Background: an optimization exercise with open tools, aiming at small area and a short achievable clock period. Do not read the settings as production practice.
The RTL was checked by simulation tests, not by an equivalence proof against the original design.

==> flow/design.v (outline; a module is shown in full before it is edited, if it fits) <==
// module full_add: 10 lines
// module half_add: 9 lines
// module half_add1: 9 lines
// module x2: 3 lines
// module xn2: 3 lines
// module an2: 3 lines
// module or2: 3 lines
// module inv1: 3 lines
// module maj: 3 lines
// module aoi_cell: 3 lines
// module oai_cell: 3 lines
// module nand_cell: 3 lines
// module nor_cell: 3 lines
// module fa_fast: 6 lines
// module ha_fast: 4 lines
// module booth_enc: 12 lines
// module booth_pp: 10 lines
// module booth_ppn: 10 lines
// module booth8_enc: 20 lines
// module booth8_pp: 14 lines
// module booth8_ppn: 14 lines
// module multiply: 3611 lines
module multiply(
    input wire clk,
    input wire resetn,
    input wire[31:0] A,
    input wire[31:0] B,
    input wire sign,
    output wire[63:0] result
);
  // ...
==> flow/flow/run.sh <==
#!/bin/bash
# Own layout flow: the standard synthesis, then every combinational cell set to
# its smallest drive strength (registers untouched), then the standard layout,
# whose repair steps size cells up again where timing needs it.
set -euo pipefail
here=$(pwd)
res=$here/orfs/results/$FLOW_PLATFORM/multiply/base
bash standard.sh synth > $here/log_synth.txt 2>&1
cp $res/1_2_yosys.v $here/1_2_yosys.orig.v
python3 $here/flow/downsize.py $FLOW_HOME/platforms/$FLOW_PLATFORM/lib/sky130_fd_sc_hd__tt_025C_1v80.lib \
    $here/1_2_yosys.orig.v $res/1_2_yosys.v > $here/log_downsize.txt 2>&1
# make the netlist newer than its sources so only the later steps rerun
touch $res/1_2_yosys.v $res/1_2_yosys.sdc
bash standard.sh "BUFFER_PORTS_ARGS=-buffer_cell sky130_fd_sc_hd__buf_1" finish > $here/log_layout.txt 2>&1
==> flow/flow/downsize.py <==
#!/usr/bin/env python3
"""Set each combinational cell of a mapped netlist to the smallest drive strength
of its kind that the library has (registers and special cells untouched)."""
import re, sys
lib, src, dst = sys.argv[1:4]
cells = set(re.findall(r'cell\s*\(\s*"?(sky130_fd_sc_hd__\w+)"?\s*\)', open(lib).read()))
keep = re.compile(r'sky130_fd_sc_hd__(df|edf|sdf|sedf|dl|conb|clk|tap|fill|decap|diode|probe|lpflow)')
text = open(src).read()
count = {}
def repl(m):
    name = m.group(0)
    if keep.match(name):
        return name
    mm = re.match(r'(sky130_fd_sc_hd__\w+?)_(\d+)$', name)
    if not mm:
        return name
    base, size = mm.group(1), int(mm.group(2))
    for s in (1,):
        cand = f"{base}_{s}"
        if s < size and cand in cells:
            count[name] = count.get(name, 0) + 1
            return cand
    return name
out = re.sub(r'sky130_fd_sc_hd__\w+', repl, text)
open(dst, 'w').write(out)
for k, v in sorted(count.items(), key=lambda x: -x[1]):
    print(k, v)
==> flow/standard.sh <==
#!/bin/bash
# synth_recipe.tcl (not shown) runs the flow's synth.tcl, then flattens the netlist and writes it again
# the make line also repeats each setting of config.mk as NAME=value (left out here)
make -C /OpenROAD-flow-scripts/flow DESIGN_CONFIG=/design/flow/config.mk WORK_HOME=/design/flow/orfs CLKGATE_MAP_FILE= SYNTH_SCRIPT=/design/flow/synth_recipe.tcl "${@:-finish}"
==> flow/config.mk <==
export PLATFORM = sky130hd
export DESIGN_NAME = multiply
export DESIGN_NICKNAME = multiply
export VERILOG_FILES = /design/flow/design.v
export SDC_FILE = /design/flow/constraint.sdc
export NUM_CORES = 4
export LEC_CHECK = 0
export CAP_MARGIN = 20
export CORE_MARGIN = 2
export CORE_UTILIZATION = 45
export PLACE_DENSITY = 0.6
export SETUP_SLACK_MARGIN = 1.75
export SLEW_MARGIN = 20
export SYNTH_HIERARCHICAL = 1
==> flow/constraint.sdc <==
create_clock -name core_clock -period 6.5 [get_ports {clk}]
set_input_delay 1.3000 -clock core_clock [delete_from_list [all_inputs] [get_ports {clk}]]
set_output_delay 1.3000 -clock core_clock [all_outputs]
set_load 0.01 [all_outputs]
==> flow_summary.toml, run 1 <==
[layout]
bufAreaShareNonClock = 0.05628
fin_cells = 3841
stdcell_area_mm2 = 0.03117
utilization = 0.5164
register_area_mm2 = 0.003327

[sta]
finalSetupViolations = 0
period_minus_slack_ns = 4.685
hold_viol = 0

[worst_setup_path]
crit_path_top_delay_cell = "dfxtp_2"
worstSetupStartpointType = "flip-flop"

[floorplanning]
dieArea_mm2 = 0.06293
io_pins = 131
rows = 90

[clocking]
cts-root-buf = "clkbuf_16"
cts_hold_repair.buffers = 0

[detailed_routing]
wl_met1_mm = 35.71
drt_iter0_drc = 2259
num_vias = 23510
drtAntennaViolNets = 0
highest_layer = "met5"

[outcome]
outcome = "complete, no violations"

[placement]
place_ws_ns = 0.9024
detailed_place.area_mm2 = 0.02981
gp_congestion = 0.8883
dp_hpwl_mm = 63.90

[global_route]
grt_max_degree = 39
antenna_found_initial = 6

[min_path]
min_path_type = "primary input to flip-flop"

[logic_synthesis]
syn_avg_cell_area_um2 = 9.871
syn-instance-count = 2778
==> run 2, diff against run 1 <==
--- a/flow/config.mk
+++ b/flow/config.mk
@@ -7,8 +7,8 @@
 export LEC_CHECK = 0
 export CAP_MARGIN = 20
 export CORE_MARGIN = 2
-export CORE_UTILIZATION = 45
-export PLACE_DENSITY = 0.6
+export CORE_UTILIZATION = 55
+export PLACE_DENSITY = 0.68
 export SETUP_SLACK_MARGIN = 1.75
 export SLEW_MARGIN = 20
 export SYNTH_HIERARCHICAL = 1
==> flow_summary.toml, run 2 <==
[sta]
setup_tns_ns = 0
slew_headroom = 0.2346
hold_viol = 0
fmax_mhz = 207.2
grt_setup_unrepaired = "yes"
drv_slew = 0
tightest_slew_ns = 1.148
finalSetupViolations = 0
fin_crit_sh = 0.7426
fin_hold_ws_ns = 1.385
period_minus_slack_ns = 4.827

[floorplanning]
dieArea_mm2 = 0.05166
design.core.area_mm2 = 0.04905
die_width_um = 227.3
io_pins = 131
die_h_um = 227.3
start_util = 0.5591
rows = 81

[clocking]
htreeDepth = 4
cts_hold_repair.buffers = 0
cts.sink_count = 166
cts_tree = "built"
clk_pin_slew_ns = 0.07
cts-root-buf = "clkbuf_16"
numCtsBuffers = 17
cts_buffer_depth = 2

[global_route]
grt_overflow = 0
grt_pass1_wl_mm = 135.7
antenna_found_initial = 6
grt_max_degree = 39
grt_pass1_vias = 24470
grtUsageTotal = 0.3440

[detailed_routing]
num_vias = 23820
drt_iter0_drc = 2661
drc = 0
first_pass_iters = 7
postRouteWirelength_mm = 87.31
routedWlPerCell_um = 23.37
drtAntennaViolNets = 0
detail_route.vias_per_cell = 6.377

[placement]
dp_hpwl_mm = 61.64
dpl.cell_count = 3673
io_buffers = 129
gp_congestion = 0.9039

[layout]
top_register = "rup"
largest_reg_flops = 151
final_cell_mix = "xnor2_1, a22oi_1, xor2_1, fa_1, dfxtp_1"
areaGrowthSynthToFinish_pct = 12.92
layout.nets = 3496
fin_cells = 3735
mostFrequentLayoutCell = "xnor2_1"
top_regs = "rup (151), rlo (15)"
drive_above_1_share = 0.09322

[job]
max_cap_violations = 0

[worst_setup_path]
worstSetupStartpointType = "flip-flop"
critical_path_class = "flip-flop to primary output"
cp_max_fo = 8
end_kind = "primary output"
required_ns = 5.20
crit_arrival_ns = 3.53

[min_path]
min_path_type = "primary input to flip-flop"

[logic_synthesis]
yosys_warnings = 7
syn_avg_cell_area_um2 = 9.871
syn-instance-count = 2778
netlist_area_mm2 = 0.02742

[outcome]
outcome = "complete, no violations"
[run 2: timing repair]
item / in CTS / in global routing
pin swaps: 10 / 23
setup endpoints to repair: 57 / 48
hold endpoints to repair: 0 / 0
gates resized for setup: 55 / 61
buffers inserted: 9 / 18
gates cloned: 0 / 0
[run 2: final timing paths]
check / from / end / slack [ns] / cells past startpoint
hold / removal: sign / rup[146]$_DFF_P_ / 1.38 / 4
setup / recovery: rup[1]$_DFF_P_ / result[47] / 1.67 / 16
[run 2: area by class of cell]
class | instances | area [um2]
flip-flops and latches | 166 | 3327
fillers | 4177 | 18090
well taps | 664 | 830.8
repair buffers | 286 | 1809
diodes | 3 | 7.507
clock inverters | 13 | 168.9
multi-input cells | 2535 | 24200
inverters | 49 | 191.4
clock buffers | 19 | 432.9
[run 2: critical path, stage by stage, from the launching register on]
cell and delay [ns]:
dfxtp_2 0.36, xor2_2 0.21, xor2_2 0.21, xor2_1 0.12
a21oi_1 0.18, inv_1 0.11, a21oi_4 0.20, o21ai_4 0.13
a21oi_4 0.20, o21ai_4 0.09, buf_12 0.15, a21oi_4 0.27
clkinvlp_4 0.17, buf_12 0.18, a21oi_1 0.17, xnor2_1 0.13
buf_2 0.14
[run 2: layer usage]
layer  global-route usage  wire [um]
met5             0.007590        112
met4               0.1927       4363
met3              0.08041       9818
met2               0.5377      39910
met1               0.4388      33100
[run 2: metrics by stage]
step,util,worst slack (ns),area [um2]
3_3_place_gp,0.6060,0.9859,29730
2_1_floorplan,-,1.716,27590
4_1_cts,0.6232,1.699,30570
6_report,0.6313,1.673,30960
5_1_grt,0.6312,1.594,30960
3_5_place_dp,0.6060,0.9289,29730
==> run 3, diff against run 2 <==
--- a/flow/config.mk
+++ b/flow/config.mk
@@ -7,8 +7,8 @@
 export LEC_CHECK = 0
 export CAP_MARGIN = 20
 export CORE_MARGIN = 2
-export CORE_UTILIZATION = 55
-export PLACE_DENSITY = 0.68
+export CORE_UTILIZATION = 45
+export PLACE_DENSITY = 0.8
 export SETUP_SLACK_MARGIN = 1.75
 export SLEW_MARGIN = 20
 export SYNTH_HIERARCHICAL = 1
==> flow_summary.toml, run 3 <==
[floorplanning]
design.core.area_mm2 = 0.06036
die_h_um = 250.9
io_pins = 131
die_width_um = 250.9
dieArea_mm2 = 0.06293
rows = 90
start_util = 0.4543

[worst_setup_path]
worstSetupStartpointType = "primary input"
end_kind = "flip-flop"
crit_arrival_ns = 5.04
cp_max_fo = 24
crit_start = "B[15]"
critical_path_class = "primary input to flip-flop"
required_ns = 6.86

[outcome]
outcome = "complete, no violations"

[detailed_routing]
drc = 0
detail_route.vias_per_cell = 6.229
first_pass_iters = 8
routedWlPerCell_um = 21.91
drtAntennaViolNets = 0
postRouteWirelength_mm = 84.38
drt_iter0_drc = 3184
num_vias = 23990

[sta]
grt_setup_unrepaired = "no"
slew_headroom = 0.1286
setup_tns_ns = 0
hold_viol = 0
finalSetupViolations = 0
tightest_slew_ns = 1.307
fmax_mhz = 213.7
fin_crit_sh = 0.7201
period_minus_slack_ns = 4.680
fin_hold_ws_ns = 1.404
drv_slew = 0

[placement]
dp_hpwl_mm = 61.01
gp_congestion = 0.9547
dpl.cell_count = 3796
io_buffers = 129

[clocking]
numCtsBuffers = 17
cts.sink_count = 166
cts_buffer_depth = 2
cts-root-buf = "clkbuf_16"
cts_hold_repair.buffers = 0
cts_tree = "built"
htreeDepth = 4
clk_pin_slew_ns = 0.07

[layout]
layout.nets = 3495
top_regs = "rup (151), rlo (15)"
mostFrequentLayoutCell = "xnor2_1"
final_cell_mix = "xnor2_1, a22oi_1, xor2_1, fa_1, dfxtp_1"
largest_reg_flops = 151
drive_above_1_share = 0.08640
top_register = "rup"
fin_cells = 3852
areaGrowthSynthToFinish_pct = 13.36

[min_path]
hold_start = "sign"
min_path_type = "primary input to flip-flop"

[global_route]
grt_pass1_vias = 24240
grtUsageTotal = 0.2654
grt_overflow = 0
grt_max_degree = 42
grt_pass1_wl_mm = 131.8
antenna_found_initial = 6

[logic_synthesis]
yosys_warnings = 7
syn-instance-count = 2778
syn_avg_cell_area_um2 = 9.871
netlist_area_mm2 = 0.02742

[job]
max_cap_violations = 0
==> run 3: stage by stage <==
stage	utilization	setup slack, ns	cell area (um2)
after floorplan	-	1.716	27590
after global placement	0.4955	1.039	29910
after detailed placement	0.4955	0.9880	29910
after CTS	0.5080	1.748	30660
after global routing	0.5150	1.719	31080
final	0.5150	1.820	31090
==> run 3: per-layer routing <==
layer,part of all wire,up-vias,track usage
met5,0.00036,-,0
li1,-,10350,-
met4,0.051,6,0.1318
met1,0.36,11560,0.3279
met3,0.12,410,0.06741
met2,0.46,1669,0.4314
==> run 3: final timing paths <==
kind               end  slack (ns)  cells past startpoint
min   rup[146]$_DFF_P_        1.40                      4
max    rup[82]$_DFF_P_        1.82                     11
==> run 3: cell type report <==
class                      count  area (um2)
timing repair buffer         285        1788
inverter                      49       190.2
sequential                   166        3328
clock inverter                14       186.4
antenna                        3       7.507
tap                          782       978.4
multi-input combinational   2535       24180
fill                        5283       29270
clock buffer                  18       429.2
==> run 3: what timing repair did <==
item / CTS / global route
setup buffers: 5 / 15
pin swaps: 5 / 27
gates resized for setup: 23 / 69
setup endpoints to repair: 62 / 52
==> run 3: worst max-delay path, stage by stage <==
cell,delay (ns)
buf_2,0.58
nand2b_1,0.11
o22ai_1,0.17
buf_4,0.28
a22oi_1,0.12
xnor2_1,0.19
fa_1,0.46
fa_1,0.49
maj3_1,0.43
fa_1,0.50
maj3_1,0.39
==> run 4, diff against run 3 <==
--- a/flow/config.mk
+++ b/flow/config.mk
@@ -8,7 +8,8 @@
 export CAP_MARGIN = 20
 export CORE_MARGIN = 2
 export CORE_UTILIZATION = 45
-export PLACE_DENSITY = 0.8
+export CTS_BUF_LIST = sky130_fd_sc_hd__clkbuf_8
+export PLACE_DENSITY = 0.6
 export SETUP_SLACK_MARGIN = 1.75
 export SLEW_MARGIN = 20
 export SYNTH_HIERARCHICAL = 1
==> flow_summary.toml, run 4 <==
[placement]
gp_congestion = 0.8883
io_buffers = 129
place_ws_ns = 0.9024
dpl.cell_count = 3784
dp_hpwl_mm = 63.90

[worst_setup_path]
cp_cell_sequence = "xor2_1 > xor2_1 > xor2_1 > a21oi_1 > inv_1 > a21oi_4 > o21ai_4 > a21oi_4 > o21ai_4 > buf_12 > a21oi_2 > buf_6 > clkinvlp_4 > buf_12 > a21oi_2 > xnor2_1 > buf_2"
crit_path_top_delay_cell = "dfxtp_2"
crit_arrival_ns = 3.42
end_kind = "primary output"
required_ns = 5.20
cp_num_buf_inv = 6
path_common_cell = "xor2_1"
critical_path_class = "flip-flop to primary output"
critPathMaxStageDelay_ns = 0.35
cp_max_fo = 8
critPathTopFamily = "compound AO/OA/AOI/OAI gates"
worstSetupStartpointType = "flip-flop"

[layout]
n_fill_cell = 5581
multi_input_area_mm2 = 0.02416
largest_reg_flops = 151
areaGrowthSynthToFinish_pct = 12.60
layout.nets = 3488
final_cell_mix = "xnor2_1, a22oi_1, xor2_1, fa_1, dfxtp_1"
register_area_mm2 = 0.003327
drive_above_1_share = 0.08856
top_regs = "rup (151), rlo (15)"
top_register = "rup"
fin_cells = 3845
mostFrequentLayoutCell = "xnor2_1"

[clocking]
numCtsBuffers = 17
clk_pin_slew_ns = 0.10
cts.sink_count = 166
cts_buffer_depth = 2
cts_tree = "built"
htreeDepth = 4
cts_hold_repair.buffers = 0
cts-root-buf = "clkbuf_8"

[sta]
slew_headroom = 0.1888
drv_slew = 0
tightest_slew_ns = 1.217
finalSetupViolations = 0
hold_viol = 0
grt_setup_unrepaired = "yes"
fin_hold_ws_ns = 1.267
setup_tns_ns = 0
period_minus_slack_ns = 4.721
fmax_mhz = 211.8
fin_ws_ns = 1.779
fin_crit_sh = 0.7262

[floorplanning]
rows = 90
design.core.area_mm2 = 0.06036
dieArea_mm2 = 0.06293
die_width_um = 250.9
start_util = 0.4543
die_h_um = 250.9
io_pins = 131

[global_route]
grt_max_degree = 39
grt_overflow = 0
grt_pass1_wl_mm = 139.3
grtUsageTotal = 0.2847
antenna_found_initial = 7
grt_pass1_vias = 24550

[detailed_routing]
postRouteWirelength_mm = 88.73
first_pass_iters = 6
num_vias = 23580
detail_route.vias_per_cell = 6.132
routedWlPerCell_um = 23.08
drt_iter0_drc = 2275
drtAntennaViolNets = 0
drc = 0

[outcome]
outcome = "complete, no violations"

[logic_synthesis]
netlist_area_mm2 = 0.02742
yosys_warnings = 7
syn_avg_cell_area_um2 = 9.871
syn-instance-count = 2778

[job]
max_cap_violations = 0

[min_path]
min_path_type = "primary input to flip-flop"
[run 4: cell types whose count changed in the layout (fill, tap and decap cells not counted), moves of 6 or more]
cell | before | now
clkbuf_2 | 18 | 27
buf_4 | 146 | 137
a21oi_1 | 81 | 75
a21oi_2 | 1 | 7
clkbuf_16 | 17 | 0
clkbuf_8 | 0 | 19
buf_1 | 101 | 88
[run 4: worst paths after layout]
check	startpoint	end	slack (ns)	cells after the start
worst max-delay path	rup[1]$_DFF_P_	result[62]	1.78	17
worst min-delay path	sign	rup[146]$_DFF_P_	1.27	4
[run 4: worst min-delay path, stage by stage]
cell	delay (ns)
buf_1	0.09
nor2b_1	0.05
buf_4	0.24
nand2_1	0.13
[run 4: per-layer routing]
metal,track usage,vias up,routed length (um)
li1,-,10340,-
met2,0.4674,1225,41640
met5,0,-,58
met4,0.1231,10,3013
met3,0.06502,236,8102
met1,0.3597,11760,35910
[run 4: stage by stage]
stage / utilization / cell area [um2]
after floorplan: - / 27590
after global placement: 0.4939 / 29810
after detailed placement: 0.4939 / 29810
after CTS: 0.5067 / 30580
after global routing: 0.5115 / 30880
final: 0.5116 / 30880
[run 4: repair_timing]
| item | in CTS | in global routing |
|---|---|---|
| setup endpoints to repair | 61 | 38 |
| resized for setup | 46 | 44 |
| hold endpoints to repair | 0 | 0 |
| pin swaps | 13 | 18 |
| setup buffers | 12 | 14 |
[run 4: area by class of cell]
type	instances	share of cell area
Multi-Input combinational cell	2535	0.7825
Sequential cell	166	0.1077
Timing Repair Buffer	278	0.05681
Tap cell	782	0.03169
Clock buffer	19	0.008469
Clock inverter	13	0.006362
Inverter	49	0.006200
Antenna cell	3	0.0002431
==> run 5, diff against run 4 <==
==> flow/flow/run.sh (replaced) <==
#!/bin/bash
# Own layout flow: the standard synthesis, then every combinational cell set to
# its smallest drive strength (registers untouched), then the standard layout
# (with power recovery, which downsizes cells off the critical paths),
# whose repair steps size cells up again where timing needs it.
set -euo pipefail
here=$(pwd)
res=$here/orfs/results/$FLOW_PLATFORM/multiply/base
bash standard.sh synth > $here/log_synth.txt 2>&1
cp $res/1_2_yosys.v $here/1_2_yosys.orig.v
python3 $here/flow/downsize.py $FLOW_HOME/platforms/$FLOW_PLATFORM/lib/sky130_fd_sc_hd__tt_025C_1v80.lib \
    $here/1_2_yosys.orig.v $res/1_2_yosys.v > $here/log_downsize.txt 2>&1
# make the netlist newer than its sources so only the later steps rerun
touch $res/1_2_yosys.v $res/1_2_yosys.sdc
bash standard.sh "BUFFER_PORTS_ARGS=-buffer_cell sky130_fd_sc_hd__buf_1" RECOVER_POWER=100 finish > $here/log_layout.txt 2>&1
--- a/flow/config.mk
+++ b/flow/config.mk
@@ -8,7 +8,6 @@
 export CAP_MARGIN = 20
 export CORE_MARGIN = 2
 export CORE_UTILIZATION = 45
-export CTS_BUF_LIST = sky130_fd_sc_hd__clkbuf_8
 export PLACE_DENSITY = 0.6
 export SETUP_SLACK_MARGIN = 1.75
 export SLEW_MARGIN = 20
==> flow_summary.toml, run 5 <==
[detailed_routing]
routedWlPerCell_um = 23.17
highest_layer = "met5"
dr_wl_met2_mm = 42.26
drc = 0
drt_iter0_drc = 2104
wl_met1_mm = 35.68
first_pass_iters = 6
postRouteWirelength_mm = 89.01
detail_route.vias_per_cell = 6.129
drtAntennaViolNets = 0
wl_met3_mm = 7.991
num_vias = 23540

[floorplanning]
dieArea_mm2 = 0.06293
die_h_um = 250.9
die_width_um = 250.9
start_util = 0.4543
rows = 90
design.core.area_mm2 = 0.06036
io_pins = 131

[outcome]
violations = "max-capacitance violations, max-slew violations"
outcome = "finished with violations"

[sta]
tightest_slew_ns = 1.545
drv_slew = 33
fin_ws_ns = 1.080
fin_crit_sh = 0.8339
period_minus_slack_ns = 5.420
hold_viol = 0
setup_tns_ns = 0
fmax_mhz = 184.5
slew_headroom = -0.03012
finalSetupViolations = 0
grt_setup_unrepaired = "yes"

[clocking]
cts-root-buf = "clkbuf_16"
cts_tree = "built"
htreeDepth = 4
numCtsBuffers = 17
cts.sink_count = 166
clk_pin_slew_ns = 0.07
cts_buffer_depth = 2

[worst_setup_path]
end_kind = "flip-flop"
crit_arrival_ns = 5.79
critical_path_class = "primary input to flip-flop"
cp_cell_sequence = "clkbuf_1 > nand2b_1 > o22ai_4 > a22oi_1 > xnor2_1 > ha_1 > fa_1 > fa_1 > fa_1 > ha_1 > a21o_1 > a21o_1 > a21oi_1 > o21ai_0"
worstSetupStartpointType = "primary input"
crit_end = "rlo[14]$_DFF_P_"
path_common_cell = "fa_1"
cp_max_fo = 17
critPathMaxStageDelay_ns = 0.94
crit_start = "B[1]"
required_ns = 6.87
crit_path_top_delay_cell = "clkbuf_1"

[layout]
top_regs = "rup (151), rlo (15)"
layout.nets = 3485
mostFrequentLayoutCell = "xnor2_1"
top_register = "rup"
final_cell_mix = "xnor2_1, a22oi_1, xor2_1, fa_1, dfxtp_1"
drive_above_1_share = 0.08145
largest_reg_flops = 151
areaGrowthSynthToFinish_pct = 13.11
n_fill_cell = 5578

[logic_synthesis]
syn_avg_cell_area_um2 = 9.871
yosys_warnings = 7
syn-instance-count = 2778
netlist_area_mm2 = 0.02742

[job]
max_cap_violations = 1

[global_route]
grt_pass1_wl_mm = 139.5
grt_overflow = 0
antenna_found_initial = 6
grt_max_degree = 39
grt_pass1_vias = 24530
grtUsageTotal = 0.2851

[placement]
io_buffers = 129
place_ws_ns = 0.9024
gp_congestion = 0.8883
dp_hpwl_mm = 63.90

[min_path]
min_path_type = "primary input to flip-flop"
[run 5: metal layers]
metal,global-route usage,vias to the layer above
met2,0.4732,1171
met4,0.1228,8
li1,-,10340
met1,0.3601,11790
met5,0,-
met3,0.05902,230
[run 5: cell type report]
| class | instances | area, um2 | share of cell area |
|---|---|---|---|
| antenna | 2 | 5.005 | 0.0001614 |
| clock buffer | 20 | 456.7 | 0.01472 |
| clock inverter | 12 | 192.7 | 0.006212 |
| inverter | 49 | 191.4 | 0.006172 |
| multi-input combinational | 2535 | 24160 | 0.7789 |
| sequential | 166 | 3326 | 0.1072 |
| tap | 782 | 978.4 | 0.03155 |
| timing repair buffer | 275 | 1708 | 0.05506 |
[run 5: worst min-delay path by stage]
| stage | start | cells after the start | to |
|---|---|---|---|
| floorplan | A[30] | 1 | rup[146]$_DFF_P_ |
| global placement | rlo[12]$_DFF_P_ | 1 | result[12] |
| detailed placement | rlo[4]$_DFF_P_ | 1 | result[4] |
| CTS | sign | 4 | rup[146]$_DFF_P_ |
| global route | B[31] | 3 | rup[147]$_DFF_P_ |
| finish | B[31] | 3 | rup[147]$_DFF_P_ |
[run 5: what timing repair did]
action | 4_1_cts | 5_1_grt
endpoints found under the setup margin | 76 | 49
pin swaps | 11 | 36
resized for setup | 30 | 110
setup buffers | 12 | 10
hold buffers | 0 | 0
[run 5: critical path, delay by kind of cell]
family                   cells  cell delay, ns
AND/OR/NAND/NOR              1            0.24
AO/OA/AOI/OAI                6            1.08
XOR/XNOR                     1            0.16
adder cells (fa/ha/maj)      5            2.06
buffers and inverters        1            0.94
[run 5: stage by stage]
stage / utilization / std cells / hold WS, ns / instance area (um2)
6_report: 0.5139 / 3841 / 1.382 / 31020
5_1_grt: 0.5139 / 3841 / 1.382 / 31020
4_1_cts: 0.5090 / 3828 / 1.328 / 30720
3_5_place_dp: 0.4939 / 3784 / 1.689 / 29810
3_3_place_gp: 0.4939 / 3784 / 1.690 / 29810
2_1_floorplan: - / 2799 / 1.382 / 27590

-- separate check: timing with driven ports --
Ports are ideal in the flow. The routed layouts listed here were re-timed in OpenROAD. Step 1: set_driving_cell puts a clkbuf_16 on clk and a buf_2 on each other input, an assumption about the parent block. Step 2 moves the port delays by t, midway between the first and last clock arrival at a register: inputs arrive t later, outputs are due t later. That takes back most of the time a late clock gives input paths. a / b / c = ideal / step 1 / step 2; a / b = the first two.
run	t, ns	setup slack, ns	worst setup path at the end	latest minus earliest clock arrival (ns)	worst register clock-pin slew, ns
run 1	0.556	1.815 / 1.753 / 1.344	input to register	0.012 / 0.012	0.07 / 0.07
run 2	0.556	1.673 / 1.613 / 1.244	input to register	0.011 / 0.011	0.07 / 0.07
run 3	0.542	1.820 / 1.760 / 1.218	input to register	0.023 / 0.023	0.08 / 0.08
run 4	0.639	1.779 / 1.718 / 1.185	input to register	0.022 / 0.022	0.10 / 0.10
run 5	0.553	1.080 / 1.112 / 0.559	input to register	0.011 / 0.012	0.07 / 0.07
For run 3, which loses most, drivers alone change the setup slack by -0.060 ns; drivers and shift together by -0.602 ns.
